From an optimization exercise on the open Yosys and OpenROAD flow, aimed at small area; shortcuts taken in it are not production practice.
No functional check of the RTL was part of any run shown here.
No driver is modelled on the clock port, so clock power and skew are understated where the tree is cut down; a real chip needs a root buffer or a tree.
No activity file was given, so power comes from the tool's default toggle rates.

**flow/config.mk**
```make
export PLATFORM = sky130hd
export DESIGN_NAME = controllerModule
export DESIGN_NICKNAME = controllerModule
export VERILOG_FILES = /design/flow/design.v
export SDC_FILE = /design/flow/constraint.sdc
export NUM_CORES = 4
export LEC_CHECK = 0
export CAP_MARGIN = 20
export CORE_AREA = 2 2 66 66
export CTS_BUF_LIST = sky130_fd_sc_hd__clkbuf_8
export DIE_AREA = 0 0 68 68
export SLEW_MARGIN = 20
```
**flow/constraint.sdc**
```tcl
create_clock -name core_clock -period 20.0 [get_ports {CLK}]
set_input_delay 4.0000 -clock core_clock [delete_from_list [all_inputs] [get_ports {CLK}]]
set_output_delay 4.0000 -clock core_clock [all_outputs]
set_load 0.01 [all_outputs]
```
**flow/design.v**
```verilog
module controllerModule(B0, B1, B2, B3, RST, _4BCD, Q1, Q2, Q3, Q4, CLK);
  input B0;
  wire B0;
  input B1;
  wire B1;
  input B2;
  wire B2;
  input B3;
  wire B3;
  input RST;
  wire RST;
  output [15:0] _4BCD;
  wire [15:0] _4BCD;
  output [3:0] Q1;
  reg [3:0] Q1;
  output [3:0] Q2;
  reg [3:0] Q2;
  output [3:0] Q3;
  reg [3:0] Q3;
  output [3:0] Q4;
  reg [3:0] Q4;
  input CLK;
  wire CLK;
  wire _000_;
  wire _001_;
  wire _002_;
  wire _003_;
  wire _004_;
  wire _005_;
  wire _006_;
  wire _007_;
  wire _008_;
  wire _009_;
  wire _010_;
  wire _011_;
  wire _012_;
  wire _013_;
  wire _014_;
  wire _015_;
  wire _016_;
  wire _017_;
  wire _018_;
  wire _019_;
  wire _020_;
  wire _021_;
  wire _022_;
  wire _023_;
  wire _024_;
  wire _025_;
  wire _026_;
  wire _027_;
  wire _028_;
  wire _029_;
  wire _030_;
  wire _031_;
  wire _032_;
  wire _033_;
  wire _034_;
  wire _035_;
  wire _036_;
  wire _037_;
  wire _038_;
  wire _039_;
  wire _040_;
  wire _041_;
  wire _042_;
  wire _043_;
  wire _044_;
  wire _045_;
  wire _046_;
  wire _047_;
  wire _048_;
  wire _049_;
  wire _050_;
  wire _051_;
  wire _052_;
  wire _053_;
  wire _054_;
  wire _055_;
  wire _056_;
  wire _057_;
  wire _058_;
  wire _059_;
  wire _060_;
  wire _061_;
  wire _062_;
  wire _063_;
  wire _064_;
  wire _065_;
  wire _066_;
  wire _067_;
  wire _068_;
  wire _069_;
  wire _070_;
  wire _071_;
  wire _072_;
  wire _073_;
  wire _074_;
  wire _075_;
  wire _076_;
  wire _077_;
  wire _078_;
  wire _079_;
  wire _080_;
  wire _081_;
  wire _082_;
  wire _083_;
  wire _084_;
  wire _085_;
  wire _086_;
  wire _087_;
  wire _088_;
  wire _089_;
  wire _090_;
  wire _091_;
  wire _092_;
  wire _093_;
  wire _094_;
  wire _095_;
  wire _096_;
  wire _097_;
  wire _098_;
  wire _099_;
  wire _100_;
  wire _101_;
  wire _102_;
  wire _103_;
  wire _104_;
  wire _105_;
  wire _106_;
  wire _107_;
  wire _108_;
  wire _109_;
  wire _110_;
  wire _111_;
  wire _112_;
  wire _113_;
  wire _114_;
  wire _115_;
  wire _116_;
  wire _117_;
  wire _118_;
  wire _119_;
  wire _120_;
  wire _121_;
  wire _122_;
  wire _123_;
  wire _124_;
  wire _125_;
  wire _126_;
  wire _127_;
  wire _128_;
  wire _129_;
  wire _130_;
  wire _131_;
  wire _132_;
  wire _133_;
  wire _134_;
  wire _135_;
  wire _136_;
  wire _137_;
  wire _138_;
  wire _139_;
  wire _140_;
  wire _141_;
  wire _142_;
  wire _143_;
  wire _144_;
  wire _145_;
  wire _146_;
  wire _147_;
  wire _148_;
  wire _149_;
  wire _150_;
  wire _151_;
  wire _152_;
  wire _153_;
  wire _154_;
  wire _155_;
  wire _156_;
  wire _157_;
  wire _158_;
  wire _159_;
  wire _160_;
  wire _161_;
  wire _162_;
  wire _163_;
  wire _164_;
  wire _165_;
  wire _166_;
  wire _167_;
  wire _168_;
  wire _169_;
  wire _170_;
  wire _171_;
  wire _172_;
  wire _173_;
  wire _174_;
  wire _175_;
  wire _176_;
  wire _177_;
  wire _178_;
  wire _179_;
  wire _180_;
  wire _181_;
  wire _182_;
  wire _183_;
  wire _184_;
  wire _185_;
  wire _186_;
  wire _187_;
  wire _188_;
  wire _189_;
  wire _190_;
  wire _191_;
  wire _192_;
  wire _193_;
  wire _194_;
  wire _195_;
  wire _196_;
  wire _197_;
  wire _198_;
  wire _199_;
  wire _200_;
  wire _201_;
  wire _202_;
  wire _203_;
  wire _204_;
  wire _205_;
  wire _206_;
  wire _207_;
  wire _208_;
  wire _209_;
  wire _210_;
  wire _211_;
  wire _212_;
  wire _213_;
  wire _214_;
  wire _215_;
  wire _216_;
  wire _217_;
  wire _218_;
  wire _219_;
  wire _220_;
  wire _221_;
  wire _222_;
  wire _223_;
  wire _224_;
  wire _225_;
  wire _226_;
  wire _227_;
  wire _228_;
  wire _229_;
  wire _230_;
  wire _231_;
  wire _232_;
  wire _233_;
  wire _234_;
  wire _235_;
  wire _236_;
  wire _237_;
  wire _238_;
  wire _239_;
  wire _240_;
  wire _241_;
  wire _242_;
  wire _243_;
  wire _244_;
  wire _245_;
  wire _246_;
  wire _247_;
  wire _248_;
  wire _249_;
  wire _250_;
  wire _251_;
  wire _252_;
  wire _253_;
  wire _254_;
  wire _255_;
  wire _256_;
  wire _257_;
  wire _258_;
  wire _259_;
  wire _260_;
  wire _261_;
  wire _262_;
  wire _263_;
  wire _264_;
  wire _265_;
  wire _266_;
  wire _267_;
  wire _268_;
  wire _269_;
  wire _270_;
  wire _271_;
  wire _272_;
  wire _273_;
  wire _274_;
  wire _275_;
  wire _276_;
  wire _277_;
  wire _278_;
  wire _279_;
  wire _280_;
  wire _281_;
  wire _282_;
  wire _283_;
  wire _284_;
  wire _285_;
  wire _286_;
  wire _287_;
  wire _288_;
  wire _289_;
  wire _290_;
  wire _291_;
  wire _292_;
  wire _293_;
  wire _294_;
  wire _295_;
  wire _296_;
  wire _297_;
  wire _298_;
  wire _299_;
  wire _300_;
  wire _301_;
  wire _302_;
  wire _303_;
  wire _304_;
  wire _305_;
  wire _306_;
  wire _307_;
  wire _308_;
  wire _309_;
  wire _310_;
  wire _311_;
  wire _312_;
  wire _313_;
  wire _314_;
  wire _315_;
  wire _316_;
  wire _317_;
  wire _318_;
  wire _319_;
  wire _320_;
  wire _321_;
  wire _322_;
  wire _323_;
  wire _324_;
  wire _325_;
  wire _326_;
  wire _327_;
  wire _328_;
  wire _329_;
  wire _330_;
  wire _331_;
  wire _332_;
  wire _333_;
  wire _334_;
  wire _335_;
  wire _336_;
  wire _337_;
  wire _338_;
  wire _339_;
  wire _340_;
  wire _341_;
  wire _342_;
  wire _343_;
  wire _344_;
  wire _345_;
  wire _346_;
  wire _347_;
  wire _348_;
  wire _349_;
  wire _350_;
  wire _351_;
  wire _352_;
  wire _353_;
  wire _354_;
  wire _355_;
  wire _356_;
  wire _357_;
  wire _358_;
  wire _359_;
  wire _360_;
  wire _361_;
  wire _362_;
  wire _363_;
  wire _364_;
  wire _365_;
  wire _366_;
  wire _367_;
  wire _368_;
  wire _369_;
  wire _370_;
  wire _371_;
  wire _372_;
  wire _373_;
  wire _374_;
  wire _375_;
  wire _376_;
  wire _377_;
  wire _378_;
  wire _379_;
  wire _380_;
  wire _381_;
  wire _382_;
  wire _383_;
  wire _384_;
  wire _385_;
  wire _386_;
  wire _387_;
  wire _388_;
  wire _389_;
  wire _390_;
  wire _391_;
  wire _392_;
  wire _393_;
  wire _394_;
  wire _395_;
  wire _396_;
  wire _397_;
  wire _398_;
  wire _399_;
  wire _400_;
  wire _401_;
  wire _402_;
  wire _403_;
  wire _404_;
  wire _405_;
  wire _406_;
  wire _407_;
  wire _408_;
  wire _409_;
  wire _410_;
  wire _411_;
  wire _412_;
  wire _413_;
  wire _414_;
  wire _415_;
  wire _416_;
  wire _417_;
  wire _418_;
  wire _419_;
  wire _420_;
  wire _421_;
  wire _422_;
  wire _423_;
  wire _424_;
  wire _425_;
  wire _426_;
  wire _427_;
  wire _428_;
  wire _429_;
  wire _430_;
  wire _431_;
  wire _432_;
  wire _433_;
  wire _434_;
  wire _435_;
  wire _436_;
  wire _437_;
  wire _438_;
  wire _439_;
  wire _440_;
  wire _441_;
  wire _442_;
  wire _443_;
  wire _444_;
  wire _445_;
  wire _446_;
  wire _447_;
  wire _448_;
  wire _449_;
  wire _450_;
  wire _451_;
  wire _452_;
  wire _453_;
  reg Load_q;
  always @(posedge CLK)
    Q2[1] <= _022_;
  always @(posedge CLK)
    Q2[2] <= _041_;
  always @(posedge CLK)
    Q2[0] <= _017_;
  always @(posedge CLK)
    Q2[3] <= _038_;
  always @(posedge CLK)
    Q1[1] <= _083_;
  always @(posedge CLK)
    Q1[2] <= _064_;
  always @(posedge CLK)
    Q1[0] <= _080_;
  always @(posedge CLK)
    Q1[3] <= _027_;
  always @(posedge CLK)
    Q3[1] <= _074_;
  always @(posedge CLK)
    Q3[2] <= _055_;
  always @(posedge CLK)
    Q3[0] <= _067_;
  always @(posedge CLK)
    Q3[3] <= _071_;
  always @(posedge CLK)
    Q4[0] <= _061_;
  always @(posedge CLK)
    Q4[1] <= _050_;
  always @(posedge CLK)
    Q4[2] <= _048_;
  always @(posedge CLK)
    Q4[3] <= _058_;
  always @(posedge CLK)
    Load_q <= _000_;
  assign _095_ = _093_ & _094_;
  assign _096_ = Q3[2] & _001_;
  assign _004_ = _095_ | _096_;
  assign _093_ = ~Q3[2];
  assign _094_ = ~_001_;
  assign _005_ = _002_ | _097_;
  assign _097_ = ~Q3[3];
  assign _101_ = _098_ | _099_;
  assign _007_ = _101_ | _100_;
  assign _098_ = ~_003_;
  assign _099_ = ~_004_;
  assign _100_ = ~_005_;
  assign _110_ = _102_ & _103_;
  assign _111_ = _104_ & _105_;
  assign _112_ = _106_ & _107_;
  assign _113_ = _108_ & _109_;
  assign _114_ = _110_ | _111_;
  assign _115_ = _114_ | _112_;
  assign _009_ = _115_ | _113_;
  assign _102_ = ~_002_;
  assign _103_ = ~_007_;
  assign _104_ = ~_002_;
  assign _105_ = ~_001_;
  assign _106_ = ~_006_;
  assign _107_ = ~_007_;
  assign _108_ = ~_006_;
  assign _109_ = ~_001_;
  assign _010_ = _116_ & _117_;
  assign _116_ = ~_008_;
  assign _117_ = ~_009_;
  assign _121_ = _118_ & _119_;
  assign _043_ = _121_ & _120_;
  assign _118_ = ~Q4[3];
  assign _119_ = ~_008_;
  assign _120_ = ~_009_;
  assign _125_ = _122_ | _123_;
  assign _015_ = _125_ | _124_;
  assign _122_ = ~Q4[3];
  assign _123_ = ~Q4[0];
  assign _124_ = ~_010_;
  assign _130_ = _126_ & _127_;
  assign _131_ = _128_ & _129_;
  assign _013_ = _130_ | _131_;
  assign _126_ = ~_011_;
  assign _127_ = ~Q2[0];
  assign _128_ = ~_012_;
  assign _129_ = ~Q2[0];
  assign _132_ = Q2[0] & _011_;
  assign _014_ = _132_ & _012_;
  assign _016_ = _133_ & _134_;
  assign _133_ = ~_013_;
  assign _134_ = ~_014_;
  assign _139_ = _135_ & _136_;
  assign _140_ = _137_ & _138_;
  assign _017_ = _139_ | _140_;
  assign _135_ = ~_015_;
  assign _136_ = ~RST;
  assign _137_ = ~_016_;
  assign _138_ = ~RST;
  assign _020_ = RST | _141_;
  assign _141_ = ~_015_;
  assign _144_ = _142_ & _143_;
  assign _145_ = Q2[1] & _013_;
  assign _019_ = _144_ | _145_;
  assign _142_ = ~Q2[1];
  assign _143_ = ~_013_;
  assign _148_ = _146_ & _147_;
  assign _149_ = _018_ & _019_;
  assign _021_ = _148_ | _149_;
  assign _146_ = ~_018_;
  assign _147_ = ~_019_;
  assign _022_ = _150_ & _151_;
  assign _150_ = ~_020_;
  assign _151_ = ~_021_;
  assign _024_ = _152_ | _153_;
  assign _152_ = ~Q1[3];
  assign _153_ = ~_023_;
  assign _062_ = _154_ & _155_;
  assign _154_ = ~Q1[2];
  assign _155_ = ~_024_;
  assign _159_ = _156_ & _157_;
  assign _026_ = _159_ | _158_;
  assign _156_ = ~Q1[2];
  assign _157_ = ~_025_;
  assign _158_ = ~Q1[3];
  assign _166_ = _160_ & _161_;
  assign _167_ = _162_ & _163_;
  assign _168_ = _164_ & _165_;
  assign _169_ = _166_ | _167_;
  assign _027_ = _169_ | _168_;
  assign _160_ = ~_011_;
  assign _161_ = ~RST;
  assign _162_ = ~_015_;
  assign _163_ = ~RST;
  assign _164_ = ~_026_;
  assign _165_ = ~RST;
  assign _029_ = _170_ & Q2[3];
  assign _170_ = ~Q2[0];
  assign _171_ = _028_ & _012_;
  assign _172_ = _011_ & _012_;
  assign _173_ = _028_ & _029_;
  assign _174_ = _011_ & _029_;
  assign _175_ = _171_ | _172_;
  assign _176_ = _175_ | _173_;
  assign _037_ = _176_ | _174_;
  assign _181_ = _177_ & _178_;
  assign _182_ = _179_ & _180_;
  assign _030_ = _181_ | _182_;
  assign _177_ = ~Q2[1];
  assign _178_ = ~Q2[2];
  assign _179_ = ~Q2[0];
  assign _180_ = ~Q2[2];
  assign _032_ = _183_ & _184_;
  assign _183_ = ~Q2[3];
  assign _184_ = ~_030_;
  assign _193_ = _185_ & _186_;
  assign _194_ = _187_ & _188_;
  assign _195_ = _189_ & _190_;
  assign _196_ = _191_ & _192_;
  assign _197_ = _193_ | _194_;
  assign _198_ = _197_ | _195_;
  assign _033_ = _198_ | _196_;
  assign _185_ = ~Q2[3];
  assign _186_ = ~_031_;
  assign _187_ = ~Q2[3];
  assign _188_ = ~_032_;
  assign _189_ = ~_012_;
  assign _190_ = ~_031_;
  assign _191_ = ~_012_;
  assign _192_ = ~_032_;
  assign _035_ = _199_ | _200_;
  assign _199_ = ~_015_;
  assign _200_ = ~_033_;
  assign _205_ = _201_ & _202_;
  assign _206_ = _203_ & _204_;
  assign _036_ = _205_ | _206_;
  assign _201_ = ~_034_;
  assign _202_ = ~RST;
  assign _203_ = ~_035_;
  assign _204_ = ~RST;
  assign _207_ = _034_ & _036_;
  assign _208_ = _035_ & _036_;
  assign _038_ = _207_ | _208_;
  assign _211_ = _209_ & _210_;
  assign _039_ = _211_ & _030_;
  assign _209_ = ~_037_;
  assign _210_ = ~_038_;
  assign _216_ = _212_ & _213_;
  assign _217_ = _214_ & _215_;
  assign _040_ = _216_ | _217_;
  assign _212_ = ~Q2[2];
  assign _213_ = ~_039_;
  assign _214_ = ~_037_;
  assign _215_ = ~_039_;
  assign _041_ = _218_ & _219_;
  assign _218_ = ~_020_;
  assign _219_ = ~_040_;
  assign _222_ = Q4[1] & _220_;
  assign _223_ = _221_ & Q4[0];
  assign _044_ = _222_ | _223_;
  assign _220_ = ~Q4[0];
  assign _221_ = ~Q4[1];
  assign _226_ = _224_ & _225_;
  assign _042_ = _226_ & _003_;
  assign _224_ = ~Q3[2];
  assign _225_ = ~Q3[3];
  assign _230_ = _227_ & _228_;
  assign _231_ = _229_ & Q4[0];
  assign _045_ = _230_ | _231_;
  assign _227_ = ~_042_;
  assign _228_ = ~Q4[0];
  assign _229_ = ~_043_;
  assign _046_ = _232_ & _233_;
  assign _232_ = ~_044_;
  assign _233_ = ~_045_;
  assign _236_ = _234_ & _235_;
  assign _237_ = Q4[2] & _046_;
  assign _047_ = _236_ | _237_;
  assign _234_ = ~Q4[2];
  assign _235_ = ~_046_;
  assign _048_ = _238_ & _239_;
  assign _238_ = ~RST;
  assign _239_ = ~_047_;
  assign _242_ = Q4[1] & _240_;
  assign _243_ = _241_ & _045_;
  assign _049_ = _242_ | _243_;
  assign _240_ = ~_045_;
  assign _241_ = ~Q4[1];
  assign _050_ = _244_ & _245_;
  assign _244_ = ~RST;
  assign _245_ = ~_049_;
  assign _054_ = _020_ | _246_;
  assign _246_ = ~_007_;
  assign _247_ = Q3[1] & _008_;
  assign _051_ = _247_ & _006_;
  assign _068_ = ~_051_;
  assign _251_ = _248_ & _249_;
  assign _052_ = _251_ | _250_;
  assign _248_ = ~_003_;
  assign _249_ = ~_051_;
  assign _250_ = ~_004_;
  assign _252_ = _003_ | _004_;
  assign _053_ = _252_ | _051_;
  assign _257_ = _253_ & _254_;
  assign _258_ = _255_ & _256_;
  assign _055_ = _257_ | _258_;
  assign _253_ = ~_052_;
  assign _254_ = ~_054_;
  assign _255_ = ~_053_;
  assign _256_ = ~_054_;
  assign _265_ = _259_ & _260_;
  assign _266_ = _261_ & _262_;
  assign _267_ = _263_ & _264_;
  assign _268_ = _265_ | _266_;
  assign _057_ = _268_ | _267_;
  assign _259_ = ~Q4[1];
  assign _260_ = ~Q4[3];
  assign _261_ = ~Q4[0];
  assign _262_ = ~Q4[3];
  assign _263_ = ~_010_;
  assign _264_ = ~Q4[3];
  assign _275_ = _269_ & _270_;
  assign _276_ = _275_ & _271_;
  assign _277_ = _272_ & _273_;
  assign _278_ = _277_ & _274_;
  assign _058_ = _276_ | _278_;
  assign _269_ = ~_056_;
  assign _270_ = ~_057_;
  assign _271_ = ~RST;
  assign _272_ = ~_046_;
  assign _273_ = ~_057_;
  assign _274_ = ~RST;
  assign _279_ = _043_ & Q4[0];
  assign _280_ = _042_ & Q4[0];
  assign _059_ = _279_ | _280_;
  assign _284_ = _281_ & _282_;
  assign _060_ = _284_ & _283_;
  assign _281_ = ~Q4[0];
  assign _282_ = ~_010_;
  assign _283_ = ~_042_;
  assign _288_ = _285_ & _286_;
  assign _061_ = _288_ & _287_;
  assign _285_ = ~RST;
  assign _286_ = ~_059_;
  assign _287_ = ~_060_;
  assign _293_ = _289_ & _290_;
  assign _294_ = _291_ & _292_;
  assign _063_ = _293_ | _294_;
  assign _289_ = ~Q1[2];
  assign _290_ = ~_062_;
  assign _291_ = ~_025_;
  assign _292_ = ~_062_;
  assign _064_ = _295_ & _296_;
  assign _295_ = ~_020_;
  assign _296_ = ~_063_;
  assign _299_ = _297_ & _298_;
  assign _300_ = _018_ & _065_;
  assign _066_ = _299_ | _300_;
  assign _297_ = ~_018_;
  assign _298_ = ~_065_;
  assign _305_ = _301_ & _302_;
  assign _306_ = _303_ & _304_;
  assign _067_ = _305_ | _306_;
  assign _301_ = ~_015_;
  assign _302_ = ~RST;
  assign _303_ = ~_066_;
  assign _304_ = ~RST;
  assign _069_ = _307_ | _308_;
  assign _307_ = ~_005_;
  assign _308_ = ~_068_;
  assign _313_ = _309_ & _310_;
  assign _314_ = _311_ & _312_;
  assign _070_ = _313_ | _314_;
  assign _309_ = ~_052_;
  assign _310_ = ~_054_;
  assign _311_ = ~_069_;
  assign _312_ = ~_054_;
  assign _071_ = _315_ & _316_;
  assign _315_ = ~RST;
  assign _316_ = ~_070_;
  assign _319_ = _317_ & _318_;
  assign _320_ = Q3[1] & _008_;
  assign _072_ = _319_ | _320_;
  assign _317_ = ~Q3[1];
  assign _318_ = ~_008_;
  assign _323_ = _321_ & _322_;
  assign _324_ = _006_ & _072_;
  assign _073_ = _323_ | _324_;
  assign _321_ = ~_006_;
  assign _322_ = ~_072_;
  assign _074_ = _325_ & _326_;
  assign _325_ = ~_054_;
  assign _326_ = ~_073_;
  assign _330_ = _327_ & _328_;
  assign _077_ = _330_ & _329_;
  assign _327_ = ~Q1[3];
  assign _328_ = ~Q1[2];
  assign _329_ = ~_075_;
  assign _334_ = _331_ & _332_;
  assign _078_ = _334_ & _333_;
  assign _331_ = ~Q1[0];
  assign _332_ = ~_076_;
  assign _333_ = ~_077_;
  assign _339_ = _335_ & _336_;
  assign _340_ = _337_ & _338_;
  assign _079_ = _339_ | _340_;
  assign _335_ = ~Q1[0];
  assign _336_ = ~_078_;
  assign _337_ = ~_076_;
  assign _338_ = ~_078_;
  assign _345_ = _341_ & _342_;
  assign _346_ = _343_ & _344_;
  assign _080_ = _345_ | _346_;
  assign _341_ = ~_015_;
  assign _342_ = ~RST;
  assign _343_ = ~_079_;
  assign _344_ = ~RST;
  assign _350_ = _347_ & _348_;
  assign _081_ = _350_ | _349_;
  assign _347_ = ~Q1[3];
  assign _348_ = ~Q1[2];
  assign _349_ = ~_023_;
  assign _354_ = _351_ & _352_;
  assign _082_ = _354_ | _353_;
  assign _351_ = ~Q1[0];
  assign _352_ = ~_076_;
  assign _353_ = ~Q1[1];
  assign _359_ = _355_ & _356_;
  assign _360_ = _357_ & _358_;
  assign _083_ = _359_ | _360_;
  assign _355_ = ~_081_;
  assign _356_ = ~_020_;
  assign _357_ = ~_082_;
  assign _358_ = ~_020_;
  assign _056_ = ~Q4[2];
  assign _086_ = ~Load_q;
  assign _364_ = _361_ & _362_;
  assign _084_ = _364_ & _363_;
  assign _361_ = ~B0;
  assign _362_ = ~B1;
  assign _363_ = ~B2;
  assign _369_ = _365_ & _366_;
  assign _370_ = _369_ & _367_;
  assign _085_ = _370_ & _368_;
  assign _365_ = ~B0;
  assign _366_ = ~B1;
  assign _367_ = ~B2;
  assign _368_ = ~B3;
  assign _076_ = B3 | _371_;
  assign _371_ = ~_084_;
  assign _000_ = _372_ & _373_;
  assign _372_ = ~RST;
  assign _373_ = ~_085_;
  assign _374_ = B3 & _086_;
  assign _001_ = _374_ & _084_;
  assign _381_ = _375_ & _376_;
  assign _382_ = _381_ & _377_;
  assign _383_ = _378_ & _379_;
  assign _384_ = _383_ & _380_;
  assign _002_ = _382_ | _384_;
  assign _375_ = ~Q3[2];
  assign _376_ = ~_085_;
  assign _377_ = ~Load_q;
  assign _378_ = ~_001_;
  assign _379_ = ~_085_;
  assign _380_ = ~Load_q;
  assign _008_ = _385_ & _002_;
  assign _385_ = ~Q3[3];
  assign _390_ = _386_ & _387_;
  assign _391_ = _388_ & _389_;
  assign _092_ = _390_ | _391_;
  assign _386_ = ~B0;
  assign _387_ = ~_001_;
  assign _388_ = ~_086_;
  assign _389_ = ~_001_;
  assign _028_ = Q2[1] | Q2[0];
  assign _395_ = _392_ & _393_;
  assign _023_ = _395_ & _394_;
  assign _392_ = ~Q1[1];
  assign _393_ = ~Q1[0];
  assign _394_ = ~_076_;
  assign _396_ = Q1[1] | Q1[0];
  assign _025_ = _396_ | _076_;
  assign _087_ = _397_ & _398_;
  assign _397_ = ~Q4[1];
  assign _398_ = ~Q4[0];
  assign _402_ = _399_ & _400_;
  assign _088_ = _402_ & _401_;
  assign _399_ = ~Q3[2];
  assign _400_ = ~Q3[3];
  assign _401_ = ~_028_;
  assign _406_ = _403_ & _404_;
  assign _089_ = _406_ & _405_;
  assign _403_ = ~Q1[1];
  assign _404_ = ~Q4[3];
  assign _405_ = ~Q4[2];
  assign _411_ = _407_ & _408_;
  assign _412_ = _411_ & _409_;
  assign _090_ = _412_ & _410_;
  assign _407_ = ~Q3[0];
  assign _408_ = ~Q3[1];
  assign _409_ = ~Q2[3];
  assign _410_ = ~Q2[2];
  assign _417_ = _413_ | _414_;
  assign _418_ = _417_ | _415_;
  assign _075_ = _418_ | _416_;
  assign _413_ = ~_087_;
  assign _414_ = ~_088_;
  assign _415_ = ~_089_;
  assign _416_ = ~_090_;
  assign _091_ = _419_ & _420_;
  assign _419_ = ~Q1[3];
  assign _420_ = ~Q1[2];
  assign _424_ = _421_ | _422_;
  assign _011_ = _424_ | _423_;
  assign _421_ = ~_023_;
  assign _422_ = ~_075_;
  assign _423_ = ~_091_;
  assign _428_ = _425_ & _426_;
  assign _034_ = _428_ & _427_;
  assign _425_ = ~Q2[2];
  assign _426_ = ~_028_;
  assign _427_ = ~_011_;
  assign _432_ = _429_ & _430_;
  assign _012_ = _432_ | _431_;
  assign _429_ = ~B0;
  assign _430_ = ~B1;
  assign _431_ = ~_086_;
  assign _437_ = _433_ & _434_;
  assign _438_ = _435_ & _436_;
  assign _031_ = _437_ | _438_;
  assign _433_ = ~Q2[2];
  assign _434_ = ~_012_;
  assign _435_ = ~_028_;
  assign _436_ = ~_012_;
  assign _441_ = _439_ & _440_;
  assign _018_ = _441_ | Q2[3];
  assign _439_ = ~_034_;
  assign _440_ = ~_031_;
  assign _444_ = Q3[0] & _442_;
  assign _445_ = _443_ & _092_;
  assign _065_ = _444_ | _445_;
  assign _442_ = ~_092_;
  assign _443_ = ~Q3[0];
  assign _446_ = Q3[0] & _092_;
  assign _447_ = Q3[0] & _018_;
  assign _448_ = _092_ & _018_;
  assign _449_ = _446_ | _447_;
  assign _006_ = _449_ | _448_;
  assign _453_ = _450_ & _451_;
  assign _003_ = _453_ & _452_;
  assign _450_ = ~Q3[1];
  assign _451_ = ~_008_;
  assign _452_ = ~_006_;
  assign _4BCD = { Q4, Q3, Q2, Q1 };
endmodule
```
**flow/flow/run.sh**
```bash
#!/bin/bash
# Own layout flow: the standard ORFS flow, with three changes that only
# affect how the layout is made:
#  - ABC maps the logic with an area-oriented script (flow/abc_area.script)
#    instead of the speed script (the clock period leaves plenty of slack);
#  - every input and output port still gets its own buffer, but a buf_1;
#  - the clock tree is a single clkbuf_8 (CTS builds a root and two leaves,
#    flow/post_cts.tcl moves the leaves' registers to the root's net).
# Each tool's log stays under orfs/logs/; make's own output goes to standard.log.
set -euo pipefail
W=$(pwd)
rm -rf "$W/scripts"
cp -r "$FLOW_HOME/scripts" "$W/scripts"
cp "$W/flow/abc_area.script" "$W/scripts/abc_speed.script"
export SCRIPTS_DIR="$W/scripts"
export BUFFER_PORTS_ARGS="-buffer_cell sky130_fd_sc_hd__buf_1"
export CTS_ARGS="-buf_list sky130_fd_sc_hd__clkbuf_8 -root_buf sky130_fd_sc_hd__clkbuf_8 -dont_use_dummy_load -repair_clock_nets"
export POST_CTS_TCL="$W/flow/post_cts.tcl"
bash standard.sh > "$W/standard.log" 2>&1
```
**flow/flow/abc_area.script**
```
strash
&get -n
&deepsyn -J 200 -S 0
&dch -f
&nf -a -R 1000 -p
&put
```
**flow/flow/post_cts.tcl**
```tcl
# Collapse the clock tree to its root buffer: the design has only 17 registers,
# which one clock buffer drives within the slew limit.
set block [ord::get_db_block]
set root [$block findInst clkbuf_0_CLK]
set root_net [[$root findITerm X] getNet]
foreach inst [$block getInsts] {
  set name [$inst getName]
  if { $inst eq $root } { continue }
  if { ![string match "clkbuf_*" $name] } { continue }
  set in_net [[$inst findITerm A] getNet]
  if { $in_net eq "NULL" || [$in_net getName] ne [$root_net getName] } { continue }
  set onet [[$inst findITerm X] getNet]
  foreach it [$onet getITerms] {
    if { [[$it getInst] getName] eq $name } { continue }
    $it disconnect
    $it connect $root_net
  }
  [$inst findITerm A] disconnect
  [$inst findITerm X] disconnect
  odb::dbInst_destroy $inst
  odb::dbNet_destroy $onet
  puts "post_cts: removed clock buffer $name"
}
detailed_placement
check_placement -verbose
estimate_parasitics -placement
report_clock_min_period
```
**flow/standard.sh**
```bash
#!/bin/bash
# synth_recipe.tcl (not shown) runs the flow's synth.tcl, then flattens the netlist and writes it again
# the make line also repeats each setting of config.mk as NAME=value (left out here)
make -C /OpenROAD-flow-scripts/flow DESIGN_CONFIG=/design/flow/config.mk WORK_HOME=/design/flow/orfs CLKGATE_MAP_FILE= SYNTH_SCRIPT=/design/flow/synth_recipe.tcl "${@:-finish}"
```
==> flow_summary.toml, run 1 <==
[final_layout]
flow.area_growth_from_synthesis_pct = 9.26
design_area_sq_um = 1120
multiInputGateArea_sq_um = 544
fillers = 453
finish.net_count = 162
area.sequential_sq_um = 340
antenna-diode-count = 0
layoutNonFillerInstCount = 200
post_route_cells_drive_above_1_share_pct = 0.667

[worst_setup_path]
cp_cell_sequence = "buf_1, nor4_1, nand2b_1, or2_0, nand3b_1, or4_1, a21o_1, fa_1, nand2b_1, and3b_1, nor4_1, a221oi_1, a21oi_1, o21a_1, nor3b_1, a21oi_1, nor2_1"
crit_path_max_incr_delay_ps = 500
slowest_stage = "sky130_fd_sc_hd__nor4_1"
worst_r2r_path_cells = 17
r2r_setup_slack_ps = 16160
cp.arrival_ps = 7980
cell_family_with_most_cp_delay = "simple AND/OR/NAND/NOR gates"
path_class = "input pin to flop"
worst_path_fanout_max = 5
r2r-start = "Q4[0]"
start_kind = "input pin"
cp.required_ps = 20110
crit-reg2reg-capture = "Q2[2]"
cp-end-kind = "flop"
critical_path.n_buffers_inverters = 1

[yosys]
ys_types = 30
synth_nets = 138
synth_cells = 128
ranking_of_synthesized_cells_by_area = "sky130_fd_sc_hd__dfxtp_1 33%, sky130_fd_sc_hd__buf_4 12%, sky130_fd_sc_hd__nor2_1 6.2%"
synth_flop_type = "sky130_fd_sc_hd__dfxtp_1"
synth.avg_cell_area_sq_um = 8.03
synth_top_area_share_pct = 33.1
syn-cell-area_sq_um = 1030
synth_enable_flop_cells = 0
synth_async_sr_flop_share_pct = 0
synth_commonest_cells = "17 x sky130_fd_sc_hd__dfxtp_1, 17 x sky130_fd_sc_hd__nor2_1, 16 x sky130_fd_sc_hd__buf_4, 11 x sky130_fd_sc_hd__a21oi_1, 7 x sky130_fd_sc_hd__nor3_1"
yosysTopAreaCell = "sky130_fd_sc_hd__dfxtp_1"
ys_seq_area_share_pct = 33.1
postSynthRegisterBits = 17
synth_warnings = 1

[grt]
gr-max-usage-layer = "met1"
grt_start_max_net_pins = 18
grt_first_pass_wirelength_um = 3750
antenna_found_initial = 0
via_count_of_the_first_global_routing_pass = 780
grt_util_all_layers_pct = 12.2
groute.layer.met3.usage_pct = 2.30
grt_util_met1_pct = 19.1
grt_overflow_total = 0
met2_track_utilization_from_global_routing_pct = 17.0

[die]
die_height_um = 68
die_w_um = 68
floorplan.initialDensity_pct = 25.9
fp.dieArea_sq_um = 4620
core_area_sq_um = 3970
row_count = 23
ios = 38

[cts]
numClockSinks = 17
clkTransAtPathRegs_ps = 110
worstSkewPairLatency_ps = 160

[status]
run_status = "complete, no violations"

[placed_design]
place_inst = 199
placed_cell_area_sq_um = 1110
dp.final_hpwl_um = 1760
routabilityCongestion = 0.768
number_of_buffer_cells_added_on_primary_ports = 37

[worst_hold_path]
hold_class = "flop to flop"
hold_end = "Q1[0]"
worst_hold_depth = 2
holdCritStartpoint = "Q1[0]"

[timing]
hold_viol = 0
period_minus_slack_ps = 7870
max_freq_ghz = 0.127
rsz0062_at_grt = "no"
max_slew_violations = 0
final_setup_vio_count = 0
max-slew-margin-rel_pct = 51.9
tns_setup_ps = 0
tightestPinTransition_ps = 715
timing.final.crit_share_pct = 39.3
clock_skew_ps = 2.15

[drt]
wirelength_um = 2300
detailroute.via_count = 953
post-route-drc-count = 0
drtIter0Drc = 32
route.antenna.remaining_nets = 0
drt_pass1_iterations = 4
post_drt_wl_per_cell_um = 11.5
routed_via_density = 4.77

[power_and_ir_drop]
power_density_nw_per_um2 = 104
leakagePower_nw = 0.386
irDropWorstVdd_uv = 34.7

[job]
drv_cap = 0
## area by class of cell
cell class	instances	share of cell area [%]
tap	50	5.57
multi-input combinational	89	48.5
sequential	17	30.3
inverter	6	2.01
timing repair buffer	37	12.4
clock buffer	1	1.23
## cell usage in the layout (no fill, tap or decap)
master,Yosys,final
sky130_fd_sc_hd__a211oi_1,1,1
sky130_fd_sc_hd__a21o_1,1,1
sky130_fd_sc_hd__a21oi_1,11,11
sky130_fd_sc_hd__a221oi_1,1,1
sky130_fd_sc_hd__a22oi_1,1,1
sky130_fd_sc_hd__a31oi_1,2,2
sky130_fd_sc_hd__and3_1,2,2
sky130_fd_sc_hd__and3b_1,1,1
sky130_fd_sc_hd__buf_1,0,37
sky130_fd_sc_hd__clkbuf_8,0,1
sky130_fd_sc_hd__clkinv_1,6,6
sky130_fd_sc_hd__dfxtp_1,17,17
sky130_fd_sc_hd__fa_1,1,1
sky130_fd_sc_hd__ha_1,3,3
sky130_fd_sc_hd__nand2_1,6,6
sky130_fd_sc_hd__nand2b_1,6,6
sky130_fd_sc_hd__nand3_1,1,1
sky130_fd_sc_hd__nand3b_1,1,1
sky130_fd_sc_hd__nor2_1,17,17
sky130_fd_sc_hd__nor2b_1,3,3
sky130_fd_sc_hd__nor3_1,7,7
sky130_fd_sc_hd__nor3b_1,1,1
sky130_fd_sc_hd__nor4_1,5,5
sky130_fd_sc_hd__nor4b_1,1,1
sky130_fd_sc_hd__o21a_1,2,2
sky130_fd_sc_hd__o21ai_0,3,3
sky130_fd_sc_hd__o32a_1,2,2
sky130_fd_sc_hd__or2_0,3,3
sky130_fd_sc_hd__or4_1,1,1
sky130_fd_sc_hd__xnor2_1,4,4
sky130_fd_sc_hd__xor2_1,2,2
## per-layer routing
layer	part of all wire [%]	wire length [um]	vias up
li1	-	-	473
met1	46	1050	438
met2	44	1020	36
met3	7.9	181	6
met4	2.0	46	0
met5	0	0	-
## worst register-to-register path, cell delays in order, from the launching register on
cell,delay (ps)
sky130_fd_sc_hd__dfxtp_1,410
sky130_fd_sc_hd__clkinv_1,110
sky130_fd_sc_hd__ha_1,200
sky130_fd_sc_hd__nor4b_1,130
sky130_fd_sc_hd__nand3_1,120
sky130_fd_sc_hd__nand3b_1,170
sky130_fd_sc_hd__or4_1,480
sky130_fd_sc_hd__a21o_1,220
sky130_fd_sc_hd__fa_1,430
sky130_fd_sc_hd__nand2b_1,220
sky130_fd_sc_hd__and3b_1,280
sky130_fd_sc_hd__nor4_1,110
sky130_fd_sc_hd__a221oi_1,320
sky130_fd_sc_hd__a21oi_1,120
sky130_fd_sc_hd__o21a_1,140
sky130_fd_sc_hd__nor3b_1,190
sky130_fd_sc_hd__a21oi_1,60
sky130_fd_sc_hd__nor2_1,80
## where the power goes
part / switching [mW] / total, mW / internal, mW / leakage [nW]
logic: 0.0293 / 0.0513 / 0.0220 / 0.239
registers: 0.0108 / 0.0515 / 0.0407 / 0.140
clock network: 0.00939 / 0.0141 / 0.00468 / 0.00719
total: 0.0495 / 0.117 / 0.0674 / 0.386
## registers in the layout, summed over array words and instances, names as in the netlist
name,count
Q1,4
Q2,4
Q3,4
Q4,4
Load_q,1
## logic make-up (layout without fill, tap and decap cells)
| logic type | count (synthesis) | in the layout | synth area share, % |
|---|---|---|---|
| AND/OR/NAND/NOR | 55 | 55 | 27.8 |
| flip-flops | 17 | 17 | 33.1 |
| AO/OA/AOI/OAI | 24 | 24 | 14.5 |
| buffers and inverters | 22 | 44 | 13.9 |
| XOR/XNOR | 6 | 6 | 5.12 |
| adder cells (fa/ha/maj) | 4 | 4 | 5.60 |
## per-stage QoR
stage          hold WS, ps  power (mW)  utilization, %  setup slack [ps]
2_1_floorplan          508      0.0958               -             12540
3_3_place_gp           516       0.104            27.9             11930
3_5_place_dp           509       0.104            27.9             11930
5_1_grt                590       0.128            28.3             11650
6_report               519       0.117            28.3             12130
## worst max path at each step
stage | depth (start not counted) | end | slack, ps | from
floorplan | 16 | Q2[2] | 12540 | B1
global placement | 17 | Q2[2] | 11930 | B0
detailed placement | 17 | Q2[2] | 11930 | B0
global route | 16 | Q3[3] | 11650 | B0
finish | 17 | Q2[2] | 12130 | B0
==> run 2, diff against run 1 <==
==> flow/flow/run.sh (replaced) <==
#!/bin/bash
# Own layout flow: the standard ORFS flow, with changes that only
# affect how the layout is made:
#  - ABC optimises and maps the logic for area (flow/abc_area.script: a
#    deterministic &deepsyn run, then area mapping) instead of the speed
#    script, as the clock period leaves plenty of slack; half/full adders are
#    not extracted before ABC;
#  - every input and output port still gets its own buffer, but a buf_1;
#  - the clock tree is a single clkbuf_8 (CTS builds a root and two leaves,
#    flow/post_cts.tcl moves the leaves' registers to the root's net).
# Each tool's log stays under orfs/logs/; make's own output goes to standard.log.
set -euo pipefail
W=$(pwd)
rm -rf "$W/scripts"
cp -r "$FLOW_HOME/scripts" "$W/scripts"
cp "$W/flow/abc_area.script" "$W/scripts/abc_speed.script"
export SCRIPTS_DIR="$W/scripts"
# no separate half/full-adder extraction: ABC sees all of the logic
export ADDER_MAP_FILE=
export BUFFER_PORTS_ARGS="-buffer_cell sky130_fd_sc_hd__buf_1"
export CTS_ARGS="-buf_list sky130_fd_sc_hd__clkbuf_8 -root_buf sky130_fd_sc_hd__clkbuf_8 -dont_use_dummy_load -repair_clock_nets"
export POST_CTS_TCL="$W/flow/post_cts.tcl"
bash standard.sh > "$W/standard.log" 2>&1
==> run 2 against run 1 <==
- setup slack improved by 280 ps
- sequential share of layout area increased by 0.55 points
- non-clock buffer count unchanged
- power increased by 4.4%
- die area unchanged
- highest routed layer unchanged
- combinational power increased by 5.8%
- still clean on timing, DRC and antenna
==> flow_summary.toml, run 2 <==
[status]
run_status = "complete, no violations"

[final_layout]
fillers = 467
design_area_sq_um = 1100
flow.area_growth_from_synthesis_pct = 9.44
antenna-diode-count = 0
final_cell_mix = "37 x sky130_fd_sc_hd__buf_1, 17 x sky130_fd_sc_hd__dfxtp_1, 16 x sky130_fd_sc_hd__a21oi_1"
layout.cells.most_common = "sky130_fd_sc_hd__buf_1"
finish.net_count = 159
post_route_cells_drive_above_1_share_pct = 0.662

[drt]
detailroute.via_count = 939
post_drt_wl_per_cell_um = 11.5
route.antenna.remaining_nets = 0
routed_via_density = 4.67
wirelength_um = 2310
post-route-drc-count = 0
drtIter0Drc = 95
drt_pass1_iterations = 5

[timing]
final_setup_vio_count = 0
clock_skew_ps = 2.15
tightestPinTransition_ps = 578
period_minus_slack_ps = 7590
max_slew_violations = 0
max-slew-margin-rel_pct = 61.1
max_freq_ghz = 0.132
tns_setup_ps = 0
rsz0062_at_grt = "no"
hold_viol = 0
timing.final.crit_share_pct = 37.9

[power_and_ir_drop]
irDropWorstVdd_uv = 31.2
clkPwrFrac_pct = 11.4
power_switching_mw = 0.0523
intPower_mw = 0.0698
switching_power_as_a_share_of_total_power_pct = 42.8
power_density_nw_per_um2 = 111
seqPwrFrac_pct = 44.1
leakagePower_nw = 0.374
comb_power_share_pct = 44.5

[placed_design]
number_of_buffer_cells_added_on_primary_ports = 37
placed_cell_area_sq_um = 1090
routabilityCongestion = 0.796
dp.final_hpwl_um = 1720

[yosys]
syn-cell-area_sq_um = 1010
yosysTopAreaCell = "sky130_fd_sc_hd__dfxtp_1"
synth_cells = 129
synth_enable_flop_cells = 0
ys_types = 28
yosys.cell_count.top_type = "sky130_fd_sc_hd__dfxtp_1"
synth.avg_cell_area_sq_um = 7.81
ys_seq_area_share_pct = 33.8
synth_commonest_cells = "17 x sky130_fd_sc_hd__dfxtp_1, 16 x sky130_fd_sc_hd__a21oi_1, 16 x sky130_fd_sc_hd__buf_4, 15 x sky130_fd_sc_hd__nor2_1, 9 x sky130_fd_sc_hd__nor3_1"
synth_flop_type = "sky130_fd_sc_hd__dfxtp_1"
synth_warnings = 1
postSynthRegisterBits = 17
synth_nets = 135
synth_top_area_share_pct = 33.8
synth_async_sr_flop_share_pct = 0
ranking_of_synthesized_cells_by_area = "sky130_fd_sc_hd__dfxtp_1 34%, sky130_fd_sc_hd__buf_4 12%, sky130_fd_sc_hd__a21oi_1 8.0%"

[grt]
grt_start_max_net_pins = 18
antenna_found_initial = 0
via_count_of_the_first_global_routing_pass = 822
grt_overflow_total = 0
grt_util_all_layers_pct = 12.3
grt_first_pass_wirelength_um = 3760

[cts]
worstSkewPairLatency_ps = 160
numClockSinks = 17
clkTransAtPathRegs_ps = 110

[worst_hold_path]
worst_hold_depth = 2
hold_class = "flop to flop"

[worst_setup_path]
path_class = "input pin to flop"
worst_path_fanout_max = 5
worst_r2r_path_cells = 18
cp.required_ps = 20060
cp-end-kind = "flop"
cp.arrival_ps = 7650
start_kind = "input pin"

[die]
die_height_um = 68
floorplan.initialDensity_pct = 25.4
core_area_sq_um = 3970
row_count = 23
die_w_um = 68
fp.dieArea_sq_um = 4620
ios = 38

[job]
drv_cap = 0
## run 2: kinds of logic (layout without fill, tap and decap cells)
logic type | Yosys count | in the layout | share of synthesized area, %
compound gates | 28 | 28 | 16.3
flops | 17 | 17 | 33.8
fa+ha+maj | 1 | 1 | 0.994
simple gates | 52 | 52 | 26.0
xor+xnor | 11 | 11 | 9.56
buf+inv | 20 | 42 | 13.4
## run 2: path summary, 6_finish.rpt
| path | start | to | slack (ps) |
|---|---|---|---|
| max reg2reg | Q2[0] | Q2[2] | 16040 |
| min | Q4[2] | Q4[3] | 520 |
| max | B0 | Q2[2] | 12410 |
| min reg2reg | Q4[2] | Q4[3] | 520 |
## run 2: layer usage
layer / up-vias / global-route usage [%] / part of all wire (%)
met5: - / 0 / 0
met4: 0 / 2.50 / 1.3
met3: 4 / 2.47 / 6.5
met2: 33 / 19.9 / 44
met1: 422 / 16.8 / 48
li1: 480 / - / -
## run 2: final cells by class
class                      instances  area (sq um)  share of cell area (%)
tap                               50          62.6                    5.68
sequential                        17           340                    30.9
clock buffer                       1          13.8                    1.25
timing repair buffer              37           139                    12.6
multi-input combinational         92           532                    48.2
inverter                           4          15.0                    1.36
## run 2: worst max-delay path, cell delays in order
cell and delay, ps:
sky130_fd_sc_hd__buf_1 110, sky130_fd_sc_hd__nor3_1 210, sky130_fd_sc_hd__nand2b_1 150, sky130_fd_sc_hd__nor3_1 200, sky130_fd_sc_hd__nand3_1 190, sky130_fd_sc_hd__nor3_1 300, sky130_fd_sc_hd__o21bai_1 200, sky130_fd_sc_hd__maj3_1 440
sky130_fd_sc_hd__or3_1 420, sky130_fd_sc_hd__nand2_1 140, sky130_fd_sc_hd__nand4_1 150, sky130_fd_sc_hd__nand3_1 150, sky130_fd_sc_hd__clkinv_1 100, sky130_fd_sc_hd__a221o_1 370, sky130_fd_sc_hd__a21oi_1 150, sky130_fd_sc_hd__o21a_1 160
sky130_fd_sc_hd__nor3b_1 50, sky130_fd_sc_hd__a21oi_1 110, sky130_fd_sc_hd__nor2_1 50
## run 2: power groups by stage
stage / Combinational (mW) / Sequential (mW) / Clock [mW]
3_5_place_dp: 0.0545 / 0.0548 / 0
5_1_grt: 0.0611 / 0.0560 / 0.0160
2_1_floorplan: 0.0457 / 0.0554 / 0
3_3_place_gp: 0.0546 / 0.0548 / 0
6_report: 0.0543 / 0.0539 / 0.0139
## run 2: through the flow
stage / hold slack [ps] / total power, mW / std cells / util [%] / setup slack [ps]
floorplan: 508 / 0.101 / 129 / - / 12750
global placement: 505 / 0.109 / 200 / 27.4 / 12320
detailed placement: 513 / 0.109 / 200 / 27.4 / 12250
global route: 563 / 0.133 / 201 / 27.8 / 11940
finish: 521 / 0.122 / 201 / 27.8 / 12410

## re-timing with driven ports
In the flow no input, the clock included, has a driving cell. The finished layouts below were timed again as built, in two steps.
Step 1 sets driving cells, clkbuf_16 on the clock port and buf_2 on the other inputs (assumed; they add their load-dependent delay and slew).
Step 2 also shifts input and output timing later by t, the mid clock arrival at the registers, as if the neighbouring blocks saw the same clock.
Three values: ideal, step 1, step 2; two values: the first two.
run	t, ns	setup WS [ns]	worst setup path at the end	slew at the worst register clock pin (ns)
run 1	0.189	12.135 / 12.139 / 11.950	input to register	0.11 / 0.11
run 2	0.189	12.415 / 12.418 / 12.229	input to register	0.11 / 0.11
After both steps every run listed still meets setup and hold. For run 2, which loses most, drivers alone change the setup slack by +0.003 ns; drivers and shift together by -0.186 ns.
